This is an optimization exercise on Yosys and OpenROAD, whose aim is small area, a short achievable clock period and few clock cycles, not a production implementation.
At most, simulation tests tie the RTL to the original design; equivalence was not proved.
Only the layout flow was run in runs 2 and 3; the RTL was not checked for function there.
Power is estimated from default activity; no workload was simulated.

[design/flow/config.mk]
export PLATFORM = sky130hd
export DESIGN_NAME = CacheController
export DESIGN_NICKNAME = CacheController
export VERILOG_FILES = /design/flow/design.v
export SDC_FILE = /design/flow/constraint.sdc
export NUM_CORES = 4
export LEC_CHECK = 0
export CAP_MARGIN = 20
export CORE_MARGIN = 2
export CORE_UTILIZATION = 70
export CTS_BUF_LIST = sky130_fd_sc_hd__clkbuf_16
export CTS_CLUSTER_DIAMETER = 100
export CTS_CLUSTER_SIZE = 25
export SETUP_SLACK_MARGIN = 3.6
export SLEW_MARGIN = 20
[design/flow/constraint.sdc]
create_clock -name core_clock -period 6.5 [get_ports {clk}]
set_input_delay 1.3000 -clock core_clock [delete_from_list [all_inputs] [get_ports {clk}]]
set_output_delay 1.3000 -clock core_clock [all_outputs]
set_load 0.01 [all_outputs]
[design/flow/design.v]
`timescale 1ns / 1ps
module CacheController(
    rst,
    clk,
    wr,
    rd,
    data_rd,
    data_wr,
    addr_req,
    addr_resp,
    rdy,
    busy,
    wr_mem,
    rd_mem,
    busy_mem,
    data_rd_mem,
    data_wr_mem,
    addr_mem,
    cache_miss_count,
    cache_hit_count
    );
    input  rst; 
    input  clk; 
    input  wr;
    input  rd;
    output [31:0] data_rd;
    reg    [31:0] data_rd;
    input  [31:0] data_wr;
    input  [31:0] addr_req;
    output [31:0] addr_resp;
    reg    [31:0] addr_resp;
    output rdy;
    reg    rdy;
    output busy;
    output  wr_mem;
    reg     wr_mem;
    output  rd_mem;
    reg     rd_mem;
    input   busy_mem;
    input  [31:0] data_rd_mem;
    output [31:0] data_wr_mem;
    reg    [31:0] data_wr_mem;
    output [31:0] addr_mem;
    reg    [31:0] addr_mem;
    output [31:0] cache_miss_count;
    reg    [31:0] cache_miss_count;
    output [31:0] cache_hit_count;
    reg    [31:0] cache_hit_count;
    reg [15:0]  cache_valid;
    reg [23:0]  cache_tag [15:0];
    reg  [23:0] old_tag;          
    reg         old_valid;
    wire [23:0] addr_tag   = addr_req[31:8];
    wire [3:0]  addr_index = addr_req[7:4];
    wire stall  = (rd_mem | wr_mem) & busy_mem;     
    wire done   = (rd_mem | wr_mem) & ~busy_mem;    
    assign busy = stall | (wr_mem & wr);
    wire accept = (rd | wr) & ~busy;
    wire hit = old_valid && (old_tag == addr_mem[31:8]);
    always @(posedge clk) begin
        if (!stall) begin
            addr_mem    <= addr_req;
            data_wr_mem <= data_wr;
            old_tag     <= cache_tag[addr_index];
            old_valid   <= cache_valid[addr_index];
        end
        addr_resp <= addr_mem;
        data_rd   <= data_rd_mem;
    end
    genvar i;
    generate
        for (i = 0; i < 16; i = i + 1) begin : line
            always @(posedge clk)
                if (accept && addr_index == i)
                    cache_tag[i] <= addr_tag;
        end
    endgenerate
    always @(posedge clk or posedge rst) begin
        if (rst) begin
            rdy              <= 1'b0;
            rd_mem           <= 1'b0;
            wr_mem           <= 1'b0;
            cache_valid      <= 16'h0000;
            cache_hit_count  <= 32'h0;
            cache_miss_count <= 32'h0;
        end else begin
            rdy <= done;
            if (!stall) begin
                rd_mem <= rd & ~busy;
                wr_mem <= wr & ~busy;
            end
            if (accept)
                cache_valid[addr_index] <= 1'b1;
            if (done) begin
                if (hit)
                    cache_hit_count  <= cache_hit_count + 1'b1;
                else
                    cache_miss_count <= cache_miss_count + 1'b1;
            end
        end
    end
endmodule
[design/flow/flow/run.sh]
#!/bin/bash
# The standard layout (the standard.sh, unchanged synthesis and steps),
# with the port buffers that global placement inserts made of the smallest
# buffer cell instead of the one buffer_ports picks by itself; the resizer
# still upsizes any that timing or slew needs.
set -euo pipefail
export BUFFER_PORTS_ARGS="-buffer_cell sky130_fd_sc_hd__buf_1"
bash standard.sh > standard_flow.log 2>&1
[design/flow/standard.sh]
#!/bin/bash
# synth_recipe.tcl (not shown) runs the flow's synth.tcl, then flattens the netlist and writes it again
# the make line also repeats each setting of config.mk as NAME=value (left out here)
make -C /OpenROAD-flow-scripts/flow DESIGN_CONFIG=/design/flow/config.mk WORK_HOME=/design/flow/orfs CLKGATE_MAP_FILE= SYNTH_SCRIPT=/design/flow/synth_recipe.tcl "${@:-finish}"
==> impl_metrics.toml, run 1 <==
[status]
status = "timing/DRC/antenna clean"

[layout]
final_common_cell = "edfxtp_1"
nets = 1770
nFillCells = 1703
final_cell_mix = "edfxtp_1 (473), buf_1 (289), dfrtp_1 (83), dfxtp_1 (64), nor2_1 (54)"
syn_to_final_growth_pct = 14.4
drive_gt1_frac = 0.101
seq_area_um2 = 17600
final_cells = 2087
multi_input_area_um2 = 4970

[clocking]
cts_tree = "yes"
path_clk_slew_ns = 0.09
clk_path_buf_depth = 3
numClockSinks = 620
worstSkewPairLatency_ns = 0.61
cts_buffers = 28
cts.htree.levels = 1
root_buffer = "clkbuf_16"

[yosys]
syn_inst = 1336
ys_async_sr_fraction = 0.134
synth_area_um2 = 22400
ys_types = 59
synth_seq_cells = 620
yosys.area.top_type_share = 0.635
synth_top_cell_by_area = "edfxtp_1"
synth-warning-count = 2
synth_edf_count = 473
synth_seq_area_share = 0.785
syn_nets = 1444
ys_top_cells_by_area = "edfxtp_1 (63%), dfrtp_1 (9.3%), dfxtp_1 (5.7%)"
synth.avg_cell_area_um2 = 16.8
synth-main-ff-cell = "edfxtp_1"

[setup_path]
required_ns = 5.20
worstSetupStartpointType = "input port"
cpPeakStageDelay_ns = 0.14
cp_slowest_cell = "buf_2"
arrival_ns = 1.65
critPathKind = "input port to output port"
worst-path-buf-inv = 2
critical_path.max_fanout = 3
path_cells = "buf_8 > o21ai_4 > nand2_1 > buf_2"
endpoint_kind = "output port"
crit_family = "buffers and inverters"

[pwr]
cell_internal_pwr_uw = 5510
peakVddDrop_v = 0.000342
pwr-share-clk = 0.269
p_sw_uw = 1720
p_leak_uw = 0.00882
power_frac_seq = 0.636
power.density_nw_per_um2 = 282
combPwrFrac = 0.094
sw_frac_of_total = 0.238

[place]
pre_cts_ws_ns = 2.14
numPortBuffers = 296
routabilityCongestion = 0.822
place_inst = 1989
dp_hpwl_um = 31200

[min_path]
hold_class = "flop to flop"

[global_route]
overflow = 0
grt_pass1_wl_um = 83300
antenna_found_initial = 0
grt.total_usage = 0.342
use_met1 = 0.477
gr-max-usage-layer = "met2"
grt_pass1_vias = 13400
grt_max_degree = 84
grtUsageMet2 = 0.543
grtUsageMet3 = 0.0689

[die]
rows = 65
start_util = 0.709
die_area_um2 = 33400
ios = 297
fp.dieH_um = 183
coreArea_um2 = 31600
die_w_um = 183

[timing]
max_slew.worst_pin.slew_ns = 0.986
finalCriticalPeriod_ns = 2.95
fin_ws_ns = 3.55
hold_viol = 0
clock.fmax_ghz = 0.339
setup_tns_ns = 0
finClkSkew_ns = 0.0315
setup_viol = 0
drv_slew = 0
timing.final.crit_share = 0.454
max_slew_margin = 0.342
rsz0062_at_grt = "true"
holdWs_ns = 0.384

[drt]
drt_iter0_drc = 1907
vias_per_cell = 6.66
drt.antenna.violating_nets = 0
dr.pass1.iters = 8
routed_wl_um = 57400
avgRoutedWirePerCell_um = 27.5
route.detailed.drc = 0
num_vias = 13900

[flow_run]
drv_cap = 0
[worst reg2reg max path, delay by kind of cell, from the launching register on]
| kind | cells | cell delay (ns) |
|---|---|---|
| mux | 1 | 0.34 |
| flops | 1 | 0.48 |
| simple gates | 4 | 1.31 |
| xor+xnor | 1 | 0.51 |
[state kept, by name (all words and copies together), names as in the netlist, 16 cells and up]
signal            cells
addr_mem             32
cache_miss_count     32
addr_resp            32
cache_hit_count      32
cache_valid          16
old_tag              24
data_wr_mem          32
data_rd              32
cache_tag           384
[cells in the mapped netlist, types with 3 or more instances]
cell type  number
nand2b_1        5
and4_1          3
mux2_2          7
nand4_1        25
nor4_1         21
a21oi_1        22
inv_1          17
mux2i_1        12
xnor2_1        39
a22oi_1        46
buf_2           6
nand2_1        54
nor2b_1        16
mux4_2          5
a22o_1         36
a41oi_1        18
edfxtp_1      473
a222oi_1       30
clkbuf_1       57
nor4_2          3
a21o_1         14
nand3b_1        5
nand3_1        27
and3_1         18
xor2_1         48
a221oi_1       29
dfxtp_1        64
nor3_1         25
nor4b_1         4
o21ai_0        13
buf_1           4
and2_1         13
dfrtp_1        83
nor2_1         56
ha_1            7
[cells by family (layout without fill, tap and decap cells)]
logic type,Yosys count,count (layout),synth area share
flops,620,620,0.785
simple gates,285,299,0.0679
compound gates,226,227,0.0803
xor+xnor,87,87,0.0340
buf+inv,86,419,0.0148
mux,25,25,0.0144
fa+ha+maj,7,7,0.00391
other cells,0,1,0
[per-stage QoR]
step / total power [uW] / util / cell area [um2]
floorplan: 5020 / - / 22800
global placement: 5280 / 0.764 / 24100
detailed placement: 5300 / 0.764 / 24100
CTS: 7210 / 0.805 / 25400
global route: 7420 / 0.811 / 25600
finish: 7230 / 0.812 / 25600
[layer usage]
layer | part of all wire | vias to the layer above
li1 | - | 5893
met1 | 0.36 | 6770
met2 | 0.47 | 1043
met3 | 0.13 | 190
met4 | 0.050 | 0
met5 | 0 | -
[what timing repair did]
item,4_1_cts,5_1_grt
endpoints found under the setup margin,444,86
pin swaps,9,4
setup buffers,17,13
cloned,15,0
gates resized for setup,47,13
hold buffers,0,0
[power by group through the flow]
stage               clock network, uW  registers [uW]  logic [uW]
finish                           1950            4600         681
global route                     2070            4620         729
CTS                              1950            4600         659
detailed placement                  0            4690         619
global placement                    0            4680         603
floorplan                           0            4710         314
[final cells by class]
cell class              instances  share of cell area
diodes                          1           0.0000977
clock inverters                24             0.00410
inverters                      18             0.00322
repair buffers                349              0.0656
flip-flops and latches        620               0.686
multi-input cells             645               0.194
well taps                     402              0.0196
clock buffers                  28              0.0274
[path summary, 6_finish.rpt]
path	start	endpoint	slack, ns	cells past startpoint
max in group asynchronous	rst	cache_valid[4]	5.05	3
setup reg to reg	addr_mem[18]	cache_miss_count[1]	3.73	6
min in group asynchronous	rst	cache_hit_count[25]	0.93	3
hold reg to reg	addr_mem[2]	addr_resp[2]	0.38	0
setup / recovery	busy_mem	busy	3.55	4
hold / removal	addr_mem[2]	addr_resp[2]	0.38	0
Testbench counts, summed over its fixed seeds: cycles 14,249.
==> inputs of run 2 (changes only) <==
==> design/flow/design.v (replaced) <==
`timescale 1ns / 1ps
module CacheController(
    rst,
    clk,
    wr,
    rd,
    data_rd,
    data_wr,
    addr_req,
    addr_resp,
    rdy,
    busy,
    wr_mem,
    rd_mem,
    busy_mem,
    data_rd_mem,
    data_wr_mem,
    addr_mem,
    cache_miss_count,
    cache_hit_count
    );
    input  rst; 
    input  clk; 
    input  wr;
    input  rd;
    output [31:0] data_rd;
    reg    [31:0] data_rd;
    input  [31:0] data_wr;
    input  [31:0] addr_req;
    output [31:0] addr_resp;
    reg    [31:0] addr_resp;
    output rdy;
    reg    rdy;
    output busy;
    reg    busy;
    output  wr_mem;
    output  rd_mem;
    input   busy_mem;
    input  [31:0] data_rd_mem;
    output [31:0] data_wr_mem;
    output [31:0] addr_mem;
    output [31:0] cache_miss_count;
    reg    [31:0] cache_miss_count;
    output [31:0] cache_hit_count;
    reg    [31:0] cache_hit_count;
    reg [15:0]  cache_valid;
    reg [23:0]  cache_tag [15:0];
    reg         r_valid;
    reg         r_wr;
    reg  [31:0] r_addr;
    reg  [31:0] r_data;
    reg         s_wr;
    assign rd_mem      = r_valid & ~r_wr;
    assign wr_mem      = r_valid &  r_wr;
    assign addr_mem    = r_addr;
    assign data_wr_mem = r_data;
    wire done   = r_valid & ~busy_mem;
    wire accept = (rd | wr) & ~busy;
    wire [23:0] r_tag   = r_addr[31:8];
    wire [3:0]  r_index = r_addr[7:4];
    wire        hit     = cache_valid[r_index] && (cache_tag[r_index] == r_tag);
    always @(posedge clk) begin
        if (done) begin
            addr_resp <= r_addr;
            data_rd   <= data_rd_mem;
        end else if (accept & r_valid) begin
            addr_resp <= addr_req;
            data_rd   <= data_wr;
        end
        if (done & busy) begin
            r_addr <= addr_resp;
            r_data <= data_rd;
            r_wr   <= s_wr;
        end else if (accept & (done | ~r_valid)) begin
            r_addr <= addr_req;
            r_data <= data_wr;
            r_wr   <= wr;
        end
        if (accept)
            s_wr <= wr;
        if (done)
            cache_tag[r_index] <= r_tag;
    end
    always @(posedge clk or posedge rst) begin
        if (rst) begin
            rdy              <= 1'b0;
            busy             <= 1'b0;
            r_valid          <= 1'b0;
            cache_valid      <= 16'h0000;
            cache_hit_count  <= 32'h0;
            cache_miss_count <= 32'h0;
        end else begin
            rdy <= done;
            if (done)
                busy <= 1'b0;
            else if (accept & r_valid)
                busy <= 1'b1;
            if (done | accept)
                r_valid <= busy | accept;
            if (done) begin
                cache_valid[r_index] <= 1'b1;
                if (hit)
                    cache_hit_count  <= cache_hit_count + 1'b1;
                else
                    cache_miss_count <= cache_miss_count + 1'b1;
            end
        end
    end
endmodule
==> design/flow/run.sh (new file) <==
#!/bin/bash
# synth_recipe.tcl (not shown) runs the flow's synth.tcl, then flattens the netlist and writes it again
# the make line also repeats each setting of config.mk as NAME=value (left out here)
make -C /OpenROAD-flow-scripts/flow DESIGN_CONFIG=/design/flow/config.mk WORK_HOME=/design/flow/orfs CLKGATE_MAP_FILE= SYNTH_SCRIPT=/design/flow/synth_recipe.tcl finish
==> design/flow/config.mk (replaced) <==
export PLATFORM = sky130hd
export DESIGN_NAME = CacheController
export DESIGN_NICKNAME = CacheController
export VERILOG_FILES = /design/flow/design.v
export SDC_FILE = /design/flow/constraint.sdc
export NUM_CORES = 4
export LEC_CHECK = 0
export CAP_MARGIN = 20
export CORE_MARGIN = 2
export CORE_UTILIZATION = 40
export SLEW_MARGIN = 20
removed: design/flow/flow/run.sh
removed: design/flow/standard.sh
==> run 2 against run 1 <==
  * Sequential share of layout area fell by 13 points
  * Design area rose by 24%
  * Sequential power rose by 28%
  * Clock skew fell by 0.0071 ns
  * Final cell count rose by 35%
  * Critical path type is now flop to flop
  * Core utilization fell by 31 points
  * Non-clock buffer count fell by 2
  * First-iteration DRC count fell by 30%
  * Still clean on timing, DRC and antenna
  * Maximum frequency fell by 34%
  * Sequential cell count fell by 19
  * Total power rose by 97%
  * Critical endpoint is now cache_miss_count[23]
==> impl_metrics.toml, run 2 <==
[flow_run]
drv_cap = 0

[global_route]
antenna_found_initial = 4
grt_pass1_wl_um = 104000
grt_pass1_vias = 16000
grt.total_usage = 0.211
overflow = 0
grt_max_degree = 84

[yosys]
synth_top_cell_by_area = "edfxtp_1"
syn_nets = 1700
synth_area_um2 = 25300
ys_top_cells_by_area = "edfxtp_1 (61%), dfrtp_1 (8.2%), mux4_2 (7.2%)"
synth_seq_cells = 601
ys_async_sr_fraction = 0.138
synth-warning-count = 1
ys_types = 67
synth-main-ff-cell = "edfxtp_1"
synth_edf_count = 514
synth.avg_cell_area_um2 = 15.9
yosys.area.top_type_share = 0.609
synth_seq_area_share = 0.695
synth_common_cells = "edfxtp_1 (514), nand2_1 (234), dfrtp_1 (83), mux4_2 (81), mux2_2 (75)"
syn_inst = 1592
synthMostInstantiatedCell = "edfxtp_1"

[layout]
max_flop_register = "cache_tag"
largest_register_ffs = 384
syn_to_final_growth_pct = 25.3
drive_gt1_frac = 0.180
nFillCells = 5310
nets = 2030
final_cell_mix = "edfxtp_1 (514), clkdlybuf4s50_1 (296), nand2_1 (232), dfrtp_1 (83), mux4_2 (81)"
final_common_cell = "edfxtp_1"

[setup_path]
cp.depth = 10
critical_path.max_fanout = 31
worst-path-buf-inv = 2
endpoint_kind = "flop"
path_cells = "buf_4 > nor2b_1 > buf_4 > a22oi_1 > and4b_1 > nor4_1 > nor4_1 > and4_2 > a2111oi_0 > xor2_1"
reg2reg_depth = 10
cp_slowest_cell = "dfxtp_4"
critPathKind = "flop to flop"
required_ns = 6.93
cpPeakStageDelay_ns = 0.74
crit_family = "simple AND/OR/NAND/NOR gates"
arrival_ns = 4.89
worstSetupStartpointType = "flop"

[clocking]
ctsResizeCount = 0
ctsHoldBuffers = 0
path_clk_slew_ns = 0.06
clk_path_buf_depth = 3
cts_tree = "yes"
worstSkewPairLatency_ns = 0.60
cts_buffers = 66
cts.htree.levels = 3
post-cts-setup-buffer-count = 0
root_buffer = "clkbuf_16"
numClockSinks = 601

[die]
ios = 297
die_w_um = 256
die_area_um2 = 65400
fp.dieH_um = 256
start_util = 0.403
coreArea_um2 = 62900
rows = 92

[timing]
setup_viol = 0
finalCriticalPeriod_ns = 4.46
hold_viol = 0
clock.fmax_ghz = 0.224
setup_tns_ns = 0
rsz0062_at_grt = "false"
timing.final.crit_share = 0.686
finClkSkew_ns = 0.0244
max_slew.worst_pin.slew_ns = 1.10
drv_slew = 0
max_slew_margin = 0.268

[pwr]
p_leak_uw = 0.0114
p_sw_uw = 4650
peakVddDrop_v = 0.000271
combPwrFrac = 0.310
cell_internal_pwr_uw = 9590
power_frac_seq = 0.412
pwr-share-clk = 0.278
sw_frac_of_total = 0.326
power.density_nw_per_um2 = 449
finalPower_uw = 14200

[drt]
drt_iter0_drc = 1339
dr.pass1.iters = 7
drt.antenna.violating_nets = 0
vias_per_cell = 5.51
num_vias = 15600
avgRoutedWirePerCell_um = 24.6
route.detailed.drc = 0
routed_wl_um = 69500

[place]
routabilityCongestion = 0.844
numPortBuffers = 296
dp_hpwl_um = 43200

[status]
status = "timing/DRC/antenna clean"

[min_path]
whs_path_depth = 1
hold_class = "flop to flop"
==> run 2: cell count changes after synthesis, sizes merged, moves of 35 or more <==
cell	previous run	this run
nand2	54	234
mux4	5	81
mux2	8	76
dfxtp	64	4
mux2i	12	62
edfxtp	473	514
buf	10	47
a22oi	46	11
==> run 2: power groups by stage <==
stage	registers [uW]	logic [uW]	clock network, uW
CTS	5890	4410	4020
global route	5990	4720	4160
floorplan	5870	2490	0
finish	5870	4410	3950
global placement	5920	4370	0
detailed placement	5960	4390	0
==> run 2: path summary, 6_finish.rpt <==
path | startpoint | end | slack [ns]
min in group asynchronous | rst | cache_hit_count[31] | 1.25
worst max register to register | flop | cache_miss_count[23] | 2.04
max in group asynchronous | rst | cache_valid[7] | 4.73
worst max-delay path | flop | cache_miss_count[23] | 2.04
worst min-delay path | cache_valid[6] | cache_valid[6] | 0.45
worst min register to register | cache_valid[6] | cache_valid[6] | 0.45
==> run 2: logic make-up after synthesis <==
family	after synthesis	share of synthesized area
muxes	219	0.130
adders and majority gates	7	0.00346
AOI/OAI and AO/OA	126	0.0377
buffers and inverters	107	0.0205
DFF	601	0.695
and+or+nand+nor	451	0.0854
xor gates and xnor gates	81	0.0280
==> run 2: area by class of cell <==
class,instances,area [um2],area share
Timing Repair Buffer,347,3380,0.107
Tap cell,846,1060,0.0334
Clock inverter,34,457,0.0144
Inverter,22,85.1,0.00268
Multi-Input combinational cell,884,7310,0.230
Clock buffer,88,1830,0.0576
Sequential cell,601,17600,0.555
Antenna cell,4,10.0,0.000315
==> run 2: layer usage <==
| layer | vias up | global-route usage | share of wire |
|---|---|---|---|
| met5 | - | 0 | 0 |
| met4 | 0 | 0.0811 | 0.033 |
| met3 | 121 | 0.0606 | 0.083 |
| met2 | 601 | 0.326 | 0.46 |
| met1 | 8006 | 0.281 | 0.42 |
| li1 | 6831 | - | - |
==> run 2: metrics by stage <==
stage / util / instance area, um2 / hold slack, ns / std cells / worst slack (ns)
after detailed placement: 0.468 / 29400 / 0.442 / 2698 / 1.90
after global routing: 0.505 / 31700 / 0.466 / 2824 / 1.73
after global placement: 0.468 / 29400 / 0.434 / 2698 / 1.96
after floorplan: - / 25300 / 0.423 / 1592 / 0.868
final: 0.505 / 31700 / 0.454 / 2826 / 2.04
after CTS: 0.504 / 31700 / 0.456 / 2820 / 2.04
==> inputs of run 3 (changes only) <==
--- a/design/flow/config.mk
+++ b/design/flow/config.mk
@@ -5,7 +5,9 @@
 export SDC_FILE = /design/flow/constraint.sdc
 export NUM_CORES = 4
 export LEC_CHECK = 0
+export ABC_CLOCK_PERIOD_IN_PS = 2300
 export CAP_MARGIN = 20
 export CORE_MARGIN = 2
-export CORE_UTILIZATION = 40
+export CORE_UTILIZATION = 55
+export SETUP_SLACK_MARGIN = 4.2
 export SLEW_MARGIN = 20
==> run 3 against run 2 <==
  * Still clean on timing, DRC and antenna
  * Worst setup slack better by 0.79 ns
  * Clock skew up 0.0014 ns
  * Critical path depth up 4
  * Sequential cell count unchanged
  * Clock-buffer cell count down 14
  * Synthesized cell count unchanged
  * Register-to-register slack better by 0.79 ns
  * Maximum frequency up 21%
  * Final cell count up 0.85%
  * Critical path type unchanged
  * Largest power group is now combinational cells
==> impl_metrics.toml, run 3 <==
[status]
status = "timing/DRC/antenna clean"

[yosys]
synthAdderAreaFrac = 0.00346
synth.avg_cell_area_um2 = 15.9
synthMostInstantiatedCell = "edfxtp_1"
synth_seq_area_share = 0.695
synth_common_cells = "edfxtp_1 (514), nand2_1 (234), dfrtp_1 (83), mux4_2 (81), mux2_2 (75)"
ys_types = 67
yosys.area_share.simple = 0.0854
synth_top_family_by_area = "multiplexers"
ys_top_cells_by_area = "edfxtp_1 (61%), dfrtp_1 (8.2%), mux4_2 (7.2%)"
synthMuxAreaShare = 0.130
syn_inst = 1592
synth_edf_count = 514
synth_seq_cells = 601
synth-main-ff-cell = "edfxtp_1"
synth_compound_area_frac = 0.0377
syn_nets = 1700
yosys.area.top_type_share = 0.609
synth-warning-count = 1
yosys.area_share.xor_xnor = 0.0280
synth_top_cell_by_area = "edfxtp_1"
synth_area_um2 = 25300
ys_async_sr_fraction = 0.138

[layout]
seq_area_um2 = 17600
fin_util = 0.774
largest_register_ffs = 384
nets = 2307
final_cell_mix = "edfxtp_1 (514), nand2_1 (227), buf_4 (207), buf_2 (123), buf_6 (104)"
final_common_cell = "edfxtp_1"
nFillCells = 2634
multi_input_area_um2 = 8570
final_cells = 2850
syn_to_final_growth_pct = 38.7
drive_gt1_frac = 0.415
max_flop_register = "cache_tag"

[setup_path]
critical_path.max_fanout = 15
worstSetupStartpointType = "flop"
endpoint_kind = "flop"
required_ns = 7.03
cp_slowest_cell = "a32oi_1"
cpMostUsedCell = "buf_12"
arrival_ns = 4.21
path_cells = "buf_12 > buf_12 > bufbuf_16 > mux2i_1 > a32oi_1 > a21boi_0 > nor3_1 > nor4bb_1 > nand4_1 > buf_6 > buf_12 > buf_16 > nor4_4 > xor2_1"
cpPeakStageDelay_ns = 0.43
critPathKind = "flop to flop"

[timing]
max_slew.worst_pin.slew_ns = 1.03
clock.fmax_ghz = 0.272
setup_tns_ns = 0
rsz0062_at_grt = "true"
timing.final.crit_share = 0.565
drv_slew = 0
setup_viol = 0
hold_viol = 0
finClkSkew_ns = 0.0258
max_slew_margin = 0.316
finalCriticalPeriod_ns = 3.67

[min_path]
hold_class = "flop to flop"

[place]
dp_hpwl_um = 40900
place_inst = 2422
routabilityCongestion = 0.829
numPortBuffers = 296

[clocking]
ctsHoldBuffers = 0
path_clk_slew_ns = 0.06
cts_buffers = 60
numClockSinks = 601
clk_path_buf_depth = 3
cts.htree.levels = 2
cts_tree = "yes"
root_buffer = "clkbuf_16"
worstSkewPairLatency_ns = 0.64

[die]
rows = 78
start_util = 0.558
ios = 297
coreArea_um2 = 45400
die_area_um2 = 47800
die_w_um = 219
fp.dieH_um = 219

[drt]
drt.antenna.violating_nets = 0
wl_met3_um = 11000
vias_per_cell = 6.33
wl_met1_um = 32200
route.detailed.drc = 0
num_vias = 18000
avgRoutedWirePerCell_um = 30.3
route.met2.wl_um = 39900
top_layer = "met5"
dr.pass1.iters = 5
drt_iter0_drc = 2397
routed_wl_um = 86500

[pwr]
p_leak_uw = 0.0138
peakVddDrop_v = 0.000350
power.density_nw_per_um2 = 449

[global_route]
grt_max_degree = 64
antenna_found_initial = 4
grt.total_usage = 0.358
overflow = 0
grt_pass1_wl_um = 122000
grt_pass1_vias = 17700

[flow_run]
drv_cap = 0
-- run 3: critical path: cells and delay by family, from the launching register on --
family / cells / cell delay (ns)
buf+inv: 6 / 1.04
xor+xnor: 1 / 0.18
compound gates: 2 / 0.77
simple gates: 4 / 1.05
flops: 1 / 0.38
mux: 1 / 0.14
-- run 3: power by group --
| part | switching, uW | total [uW] | internal [uW] |
|---|---|---|---|
| registers | 361 | 5570 | 5200 |
| logic | 3750 | 6470 | 2720 |
| clock network | 1520 | 3760 | 2230 |
| total | 5630 | 15800 | 10200 |
-- run 3: logic make-up (layout without fill, tap and decap cells) --
| logic type | Yosys count | count (layout) |
|---|---|---|
| other | 0 | 1 |
| flip-flops | 601 | 601 |
| XOR/XNOR | 81 | 81 |
| buffers and inverters | 107 | 744 |
| AO/OA/AOI/OAI | 126 | 127 |
| AND/OR/NAND/NOR | 451 | 470 |
| adder cells (fa/ha/maj) | 7 | 7 |
| multiplexers | 219 | 219 |
-- run 3: layout make-up --
class                   count  area share
multi-input cells         904       0.244
well taps                 600      0.0214
clock inverters            38      0.0153
repair buffers            607       0.169
inverters                  22     0.00303
diodes                      1   0.0000712
repair inverters            3    0.000641
flip-flops and latches    601       0.502
clock buffers              74      0.0448
-- run 3: path summary, 6_finish.rpt --
kind | to | slack, ns | cells after the start | start
max | cache_hit_count[20] | 2.83 | 14 | flop
min | cache_valid[7] | 0.46 | 1 | cache_valid[7]
max reg2reg | cache_hit_count[20] | 2.83 | 14 | flop
min reg2reg | cache_valid[7] | 0.46 | 1 | cache_valid[7]
max in group asynchronous | busy | 4.54 | 3 | rst
min in group asynchronous | cache_miss_count[23] | 1.08 | 2 | rst
-- run 3: timing repair --
item | CTS | global route
hold endpoints to repair | 0 | 0
gates cloned | 33 | 4
endpoints found under the setup margin | 978 | 504
setup buffers | 221 | 57
pin swaps | 73 | 28
resized for setup | 1051 | 61
-- run 3: routing by layer --
| layer | vias up | track usage |
|---|---|---|
| li1 | 7430 | - |
| met4 | 6 | 0.112 |
| met5 | - | 0 |
| met3 | 225 | 0.104 |
| met1 | 9155 | 0.501 |
| met2 | 1219 | 0.547 |
-- run 3: per-stage QoR --
step,power (uW),hold slack [ns],area (um2),setup WS (ns)
global placement,10300,0.432,29300,1.97
global route,16200,0.470,35100,2.82
finish,15800,0.455,35100,2.83
detailed placement,10300,0.442,29300,1.88
CTS,15300,0.456,34300,3.09
floorplan,8560,0.423,26200,3.22

re-timing with driven ports:
The results above use ideal ports. As a check the final layouts listed here were re-extracted and re-timed, cells and wires unchanged. Step 1 sets driving cells, clkbuf_16 on the clock port and buf_2 on the other inputs (assumed; they add their load-dependent delay and slew). Step 2, shift: input delay + t, output delay - t, t = (earliest + latest rising clock arrival at the registers) / 2. This alone moves slack from input paths to output paths. a / b / c = ideal / step 1 / step 2; a / b = the first two.
run	t, ns	setup slack, ns	worst setup path at the end
run 1	0.649	3.550 / 3.501 / 2.969	input to register
run 2	0.655	2.040 / 2.040 / 2.031	input to register
run 3	0.681	2.829 / 2.829 / 2.829	register to register
After both steps every run listed still meets setup and hold. For run 1, which loses most, drivers alone change the setup slack by -0.049 ns; drivers and shift together by -0.581 ns.
